This is an optimization exercise on Yosys and OpenROAD, whose aim is small area and a short achievable clock period, not a production implementation. Function was checked by simulation only, so behaviour that the tests miss may differ from the original.

== 06-17 ==
// Filter_IIR
module Filter_IIR(Output, Input, clk, reset);
  input clk;
  input reset;
  input [31:0] Input;
  output [31:0] Output;
  reg [22:0] s1_d1, s1_d2;
  reg [22:0] s2_d1, s2_d2;
  reg [22:0] s3_d1, s3_d2;
  wire n0, n1;
  iir_ha un0 (.a(s1_d1[7]), .b(s1_d1[4]), .s(n0), .co(n1));
  wire n2, n3;
  iir_ha un2 (.a(s1_d1[8]), .b(s1_d1[5]), .s(n2), .co(n3));
  wire n4, n5;
  iir_ha un4 (.a(s1_d1[9]), .b(s1_d1[6]), .s(n4), .co(n5));
  wire n6, n7;
  iir_ha un6 (.a(s1_d1[10]), .b(s1_d1[7]), .s(n6), .co(n7));
  wire n8, n9;
  iir_ha un8 (.a(s1_d1[11]), .b(s1_d1[8]), .s(n8), .co(n9));
  wire n10, n11;
  iir_ha un10 (.a(s1_d1[12]), .b(s1_d1[9]), .s(n10), .co(n11));
  wire n12, n13;
  iir_ha un12 (.a(s1_d1[13]), .b(s1_d1[10]), .s(n12), .co(n13));
  wire n14, n15;
  iir_ha un14 (.a(s1_d1[14]), .b(s1_d1[11]), .s(n14), .co(n15));
  wire n16, n17;
  iir_ha un16 (.a(s1_d1[15]), .b(s1_d1[12]), .s(n16), .co(n17));
  wire n18, n19;
  iir_ha un18 (.a(s1_d1[16]), .b(s1_d1[13]), .s(n18), .co(n19));
  wire n20, n21;
  iir_ha un20 (.a(s1_d1[17]), .b(s1_d1[14]), .s(n20), .co(n21));
  wire n22, n23;
  iir_ha un22 (.a(s1_d1[18]), .b(s1_d1[15]), .s(n22), .co(n23));
  wire n24 = s1_d1[22] ^ s1_d1[19];
  wire n25 = s1_d1[22] | s1_d1[19];
  wire n26, n27;
  iir_ha un26 (.a(s1_d1[9]), .b(s1_d1[6]), .s(n26), .co(n27));
  wire n28, n29;
  iir_fa un28 (.a(s1_d1[9]), .b(s1_d1[10]), .c(s1_d1[1]), .s(n28), .co(n29));
  wire n30 = ~n1;
  wire n31, n32;
  iir_fa un31 (.a(s1_d1[11]), .b(s1_d1[2]), .c(n30), .s(n31), .co(n32));
  wire n33 = ~n3;
  wire n34, n35;
  iir_fa un34 (.a(s1_d1[12]), .b(s1_d1[3]), .c(n33), .s(n34), .co(n35));
  wire n36 = ~n5;
  wire n37, n38;
  iir_fa un37 (.a(s1_d1[13]), .b(s1_d1[4]), .c(n36), .s(n37), .co(n38));
  wire n39 = ~n7;
  wire n40, n41;
  iir_fa un40 (.a(s1_d1[14]), .b(s1_d1[5]), .c(n39), .s(n40), .co(n41));
  wire n42 = ~n9;
  ...
Size: about 2,500 cells after synthesis, roughly 66 I/O pins, ~0.031 mm² of cells after synthesis.
clock: 40.0 ns
lec_check: 0
cap_margin: 20
core_margin: 2
core_utilization: 40
slew_margin: 20
synth_hierarchical: 1
synth_minimum_keep_size: 0
run.sh (not shown) runs the stock make flow with config.mk's settings and CLKGATE_MAP_FILE= SYNTH_SCRIPT=/design/flow/synth_recipe.tcl, a recipe that flattens the netlist after the stock synthesis.
Setup changes, 06-17 to 04-23
==> flow/flow/run.sh (new file) <==
#!/bin/bash
export BUFFER_PORTS_ARGS="-buffer_cell sky130_fd_sc_hd__buf_2"
bash standard.sh > standard.log 2>&1
==> flow/standard.sh (new file) <==
#!/bin/bash
# synth_recipe.tcl (not shown) runs the flow's synth.tcl, then flattens the netlist and writes it again
# the make line also repeats each setting of config.mk as NAME=value (left out here)
make -C /OpenROAD-flow-scripts/flow DESIGN_CONFIG=/design/flow/config.mk WORK_HOME=/design/flow/orfs CLKGATE_MAP_FILE= SYNTH_SCRIPT=/design/flow/synth_recipe.tcl "${@:-finish}"
--- a/flow/config.mk
+++ b/flow/config.mk
@@ -9,3 +9,4 @@
 export CORE_MARGIN = 2
-export CORE_UTILIZATION = 40
+export CORE_UTILIZATION = 60
+export GPL_TIMING_DRIVEN = 1
 export SLEW_MARGIN = 20
removed: flow/run.sh
==> results.txt <==
- Relative to 06-17, area added between synthesis and finish decreased by 2.1 points in 04-23.
- Max freq 06-17 -> 04-23: improved
- Going from 06-17 to 04-23, ratio of routed vias to standard cells grew by about 12%, post-placement cell count lower.
- 04-23 has more setup slack than 06-17.
- | width of the die | 04-23 vs 06-17 | 18% lower |
- Compared with 06-17, cell area in 04-23 decreased slightly.
- Taking 06-17 as the reference, in 04-23 combined flip-flop and latch cell area ~0 delta.
- Full die area shrinks by more than a quarter when moving from 06-17 to 04-23.

separate check: timing with driven ports:
Ports are ideal in the flow. The routed layouts listed here were re-timed in OpenROAD.
Step 1 (the two cells are an assumption about what drives the block):
set clk [get_ports {clk}]
set_driving_cell -lib_cell sky130_fd_sc_hd__clkbuf_16 $clk
set_driving_cell -lib_cell sky130_fd_sc_hd__buf_2 [delete_from_list [all_inputs] $clk]
Step 2 adds t to the input delays and takes it off the output delays; t is the mean of the earliest and latest rising clock arrival at the registers after step 1. Input paths then give back, and output paths get back, about the clock's delay inside the block.
a / b / c = no drivers / after step 1 / after step 2; a / b = the first two.
run | t, ns | slack for setup (ns) | worst register clock-pin slew, ns | cell pins on the clock port's net
06-17 | 0.552 | 7.512 / 7.451 / 7.646 | 0.07 / 0.07 | 1
04-23 | 0.534 | 8.175 / 8.115 / 8.649 | 0.07 / 0.07 | 1
After both steps every run listed still meets setup and hold.
